Source: an optimization exercise on an open RTL-to-GDS flow (aim: small area). Production flows keep margins and buffers that such runs may drop.
Function was checked by simulation only, so behaviour that the tests miss may differ from the original.
The flow treats the clock pin as an ideal source. Dropping or thinning the clock tree relies on that and would not hold on a real chip.
No activity file was given, so power comes from the tool's default toggle rates.

## zxkbd
module zxkbd
(
input               clk,
input               reset,
output              res_k,
output      [12:1]  f,
input               ps2_clk,
input               ps2_data,
input       [7:0]   zx_kb_scan,
output      [4:0]   zx_kb_out,
output      [4:0]   k_joy,        
output              num_joy
);
Size in the first run: ~88 flip-flops, ~36 I/O pins, about 3900 um2 of cells after synthesis.
clock: 5.0 ns
lec_check: 0
abc_area: 1
cap_margin: 20
core_margin: 2
core_utilization: 40
place_density: 0.6
slew_margin: 20
standard.sh (not shown) runs the stock make flow with config.mk's settings and CLKGATE_MAP_FILE= SYNTH_SCRIPT=/design/flow/synth_recipe.tcl, a recipe that flattens the netlist after the stock synthesis.
==> flow/flow/run.sh <==
#!/bin/bash
# The standard ORFS flow (standard.sh) with three changes:
#  - synthesis maps with an area-only ABC script (flow/my_synth.tcl),
#  - ports are buffered with buf_1 instead of the default buffer,
#  - the clock tree is a clkbuf_4 root driving five clkbuf_8 leaves
#    (flow/my_cts.tcl, run as ORFS's PRE_CTS_TCL hook).
set -euo pipefail
export MY_FLOW_DIR=$PWD
sed "s#SYNTH_SCRIPT=[^ ]*#SYNTH_SCRIPT=$PWD/flow/my_synth.tcl#" standard.sh > my_standard.sh
export BUFFER_PORTS_ARGS="-buffer_cell sky130_fd_sc_hd__buf_1"
export PRE_CTS_TCL=$PWD/flow/my_cts.tcl
bash my_standard.sh > standard.log 2>&1
==> flow/flow/abc_area.script <==
strash
balance
rewrite
refactor
balance
rewrite
rewrite -z
balance
refactor -z
rewrite -z
balance
dch
amap
mfs2
strash
dch
amap
topo
==> flow/flow/my_cts.tcl <==
# PRE_CTS_TCL hook: a two-level clock tree built here instead of TritonCTS.
# The clock port drives one root buffer, which drives $nleaf leaf buffers,
# one per group of placed flip-flops (recursive bisection of the flip-flop
# locations into groups of equal size); each leaf buffer sits at the centre
# of its flip-flops, the root at the centre of the leaves.
# clock_tree_synthesis is then skipped; the rest of ORFS's CTS step
# (legalisation, timing repair) runs as usual.
set nleaf 5
set leafm [[ord::get_db] findMaster sky130_fd_sc_hd__clkbuf_8]
set rootm [[ord::get_db] findMaster sky130_fd_sc_hd__clkbuf_4]
set block [ord::get_db_block]
set clk [$block findNet clk]

set sinks {}
foreach it [$clk getITerms] {
  set bb [[$it getInst] getBBox]
  lappend sinks [list $it [expr {([$bb xMin] + [$bb xMax]) / 2}] [expr {([$bb yMin] + [$bb yMax]) / 2}]]
}

# split the sinks into k groups of (nearly) equal size, cutting the longer
# side of their bounding box
proc split_sinks {sinks k} {
  if {$k <= 1} { return [list $sinks] }
  set xs {}; set ys {}
  foreach s $sinks { lappend xs [lindex $s 1]; lappend ys [lindex $s 2] }
  set xs [lsort -integer $xs]; set ys [lsort -integer $ys]
  set w [expr {[lindex $xs end] - [lindex $xs 0]}]
  set h [expr {[lindex $ys end] - [lindex $ys 0]}]
  set idx [expr {$w >= $h ? 1 : 2}]
  set sinks [lsort -integer -index $idx $sinks]
  set ka [expr {$k / 2}]
  set kb [expr {$k - $ka}]
  set na [expr {([llength $sinks] * $ka + $k / 2) / $k}]
  return [concat [split_sinks [lrange $sinks 0 [expr {$na - 1}]] $ka] \
                 [split_sinks [lrange $sinks $na end] $kb]]
}

set root [odb::dbInst_create $block $rootm clkbuf_root]
set rnet [odb::dbNet_create $block clknet_root]
$rnet setSigType CLOCK
[$root findITerm A] connect $clk
[$root findITerm X] connect $rnet

set k 0
set lx 0; set ly 0
foreach g [split_sinks $sinks $nleaf] {
  set sx 0; set sy 0
  foreach s $g { incr sx [lindex $s 1]; incr sy [lindex $s 2] }
  set cx [expr {$sx / [llength $g]}]
  set cy [expr {$sy / [llength $g]}]
  set buf [odb::dbInst_create $block $leafm clkbuf_leaf_$k]
  set net [odb::dbNet_create $block clknet_leaf_$k]
  $net setSigType CLOCK
  [$buf findITerm A] connect $rnet
  [$buf findITerm X] connect $net
  foreach s $g {
    set it [lindex $s 0]
    $it disconnect
    $it connect $net
  }
  $buf setLocation $cx $cy
  $buf setPlacementStatus PLACED
  puts "clock buffer clkbuf_leaf_$k: [llength $g] flip-flops, at $cx $cy"
  incr lx $cx; incr ly $cy
  incr k
}
$root setLocation [expr {$lx / $k}] [expr {$ly / $k}]
$root setPlacementStatus PLACED
$clk setSigType CLOCK
set_propagated_clock [all_clocks]

proc clock_tree_synthesis {args} {
  puts "clock_tree_synthesis skipped: the clock tree was built by flow/my_cts.tcl"
}
==> flow/flow/my_synth.tcl <==
# The standard synthesis script, with ABC's technology mapping run with an
# area-only script (flow/abc_area.script) instead of ORFS's timing-driven one.
proc abc {args} {
  set i [lsearch $args -script]
  if {$i >= 0} { lset args [expr {$i+1}] $::env(MY_FLOW_DIR)/flow/abc_area.script }
  yosys abc {*}$args
}
source $::env(MY_FLOW_DIR)/synth_recipe.tcl
The first run ran to the end with no violations.
Rerun with:
--- a/flow/flow/run.sh
+++ b/flow/flow/run.sh
@@ -3 +3,2 @@
-#  - synthesis maps with an area-only ABC script (flow/my_synth.tcl),
+#  - synthesis maps with area-only ABC scripts, keeping the smallest result
+#    (flow/my_synth.tcl, flow/abc_*.script),
@@ -5 +6 @@
-#  - the clock tree is a clkbuf_4 root driving five clkbuf_8 leaves
+#  - the clock tree is a clkbuf_2 root driving five clkbuf_8 leaves
==> flow/flow/abc_a1.script (new file) <==
strash
dch
map -a
mfs2
strash
dch
map -a
topo
==> flow/flow/abc_a3.script (new file) <==
strash
balance
rewrite
refactor
balance
rewrite
rewrite -z
balance
refactor -z
rewrite -z
balance
dch -f
map -a
mfs2
strash
dch -f
map -a
topo
==> flow/flow/abc_b3.script (new file) <==
strash
balance
rewrite
refactor
balance
rewrite
rewrite -z
balance
refactor -z
rewrite -z
balance
dch -f
amap
mfs2
strash
dch -f
amap
topo
==> flow/flow/abc_b5.script (new file) <==
strash
balance
rewrite
refactor
balance
rewrite
rewrite -z
balance
refactor -z
rewrite -z
balance
dch -f
amap
mfs2
strash
dch -f
amap
mfs2
strash
dch -f
amap
topo
==> flow/flow/abc_b6.script (new file) <==
strash
balance
rewrite
refactor
balance
rewrite
rewrite -z
balance
refactor -z
rewrite -z
balance
dch
amap
mfs2
strash
dch
amap
topo
==> flow/flow/abc_c2.script (new file) <==
strash
balance
rewrite
refactor
balance
rewrite
rewrite -z
balance
refactor -z
rewrite -z
balance
dch -f
amap -m
topo
==> flow/flow/abc_d2.script (new file) <==
strash
balance
rewrite
refactor
balance
rewrite
rewrite -z
balance
refactor -z
rewrite -z
balance
&get -n
&deepsyn -T 40
&put
dch -f
amap
mfs2
strash
dch -f
amap
topo
==> flow/flow/abc_e2.script (new file) <==
strash
balance
rewrite
refactor
balance
rewrite
rewrite -z
balance
refactor -z
rewrite -z
balance
&get -n
&deepsyn -T 40 -S 7
&put
dch -f
amap
mfs2
strash
dch -f
amap
topo
--- a/flow/flow/my_cts.tcl
+++ b/flow/flow/my_cts.tcl
@@ -10 +10 @@
-set rootm [[ord::get_db] findMaster sky130_fd_sc_hd__clkbuf_4]
+set rootm [[ord::get_db] findMaster sky130_fd_sc_hd__clkbuf_2]
==> flow/flow/my_synth.tcl (replaced) <==
# The standard synthesis script, with ABC's technology mapping run with
# area-only scripts (flow/abc_*.script) instead of ORFS's timing-driven one:
# each script is tried and the netlist with the smallest cell area is kept.
proc abc {args} {
  set i [lsearch $args -script]
  set lib [lindex $args [expr {[lsearch $args -liberty] + 1}]]
  set dir $::env(MY_FLOW_DIR)/flow
  set best ""
  set best_area 1e30
  yosys design -save pre_abc
  foreach s [lsort [glob $dir/abc_*.script]] {
    yosys design -load pre_abc
    lset args [expr {$i + 1}] $s
    yosys abc {*}$args
    yosys tee -q -o $::env(MY_FLOW_DIR)/abc_stat.txt stat -liberty $lib
    set f [open $::env(MY_FLOW_DIR)/abc_stat.txt]
    set txt [read $f]
    close $f
    regexp {Chip area for module '[^']*': ([0-9.]+)} $txt -> area
    puts "ABC script $s: area $area"
    if {$area < $best_area} {
      set best_area $area
      set best $s
      yosys design -save best_abc
    }
  }
  puts "ABC script chosen: $best (area $best_area)"
  yosys design -load best_abc
}
source $::env(MY_FLOW_DIR)/synth_recipe.tcl
GPL_TIMING_DRIVEN = 0   (was not set)
removed: flow/flow/abc_area.script
Effect: The changed run finished with timing, DRC and antenna clean; die area is lower by 2.1%; combinational power is lower by 16%; sequential cell count does not change; hold slack gains 0.0065 ns; cell count is lower by 7.0%; first-iteration DRC count is higher by 24%; core utilization is lower by 0.69 points; synthesized cell count is lower by 4.7%; worst setup slack gains 0.14 ns; via count is lower by about 4.5%; wire length is lower by 6.2%.
In every run of this note, the design's own scripts or RTL, not TritonCTS, make the clock network.

[static timing again, ports no longer ideal]
The flow's constraints put no driver on any port. The routed layouts listed below were extracted and timed again, unchanged, in two steps.
Step 1, drivers: a clkbuf_16 drives clk and a buf_2 each remaining input, both assumed.
Step 2 adds t to the input delays and takes it off the output delays; t is the mean of the earliest and latest rising clock arrival at the registers after step 1. Input paths then give back, and output paths get back, about the clock's delay inside the block.
Three values: ideal ports, drivers, drivers and shift; two values: the first two.
run	t, ns	setup slack, ns	hold WS [ns]	worst slew at a driven data input, ns	cell pins on the clock port's net
the first run	0.445	1.891 / 1.900 / 1.455	0.410 / 0.410 / 0.410	0.03	1
the second run	0.538	2.028 / 2.034 / 1.496	0.416 / 0.416 / 0.416	0.03	1
After both steps every run listed still meets setup and hold. For the second run, which loses most, drivers alone change the setup slack by +0.006 ns; drivers and shift together by -0.532 ns.
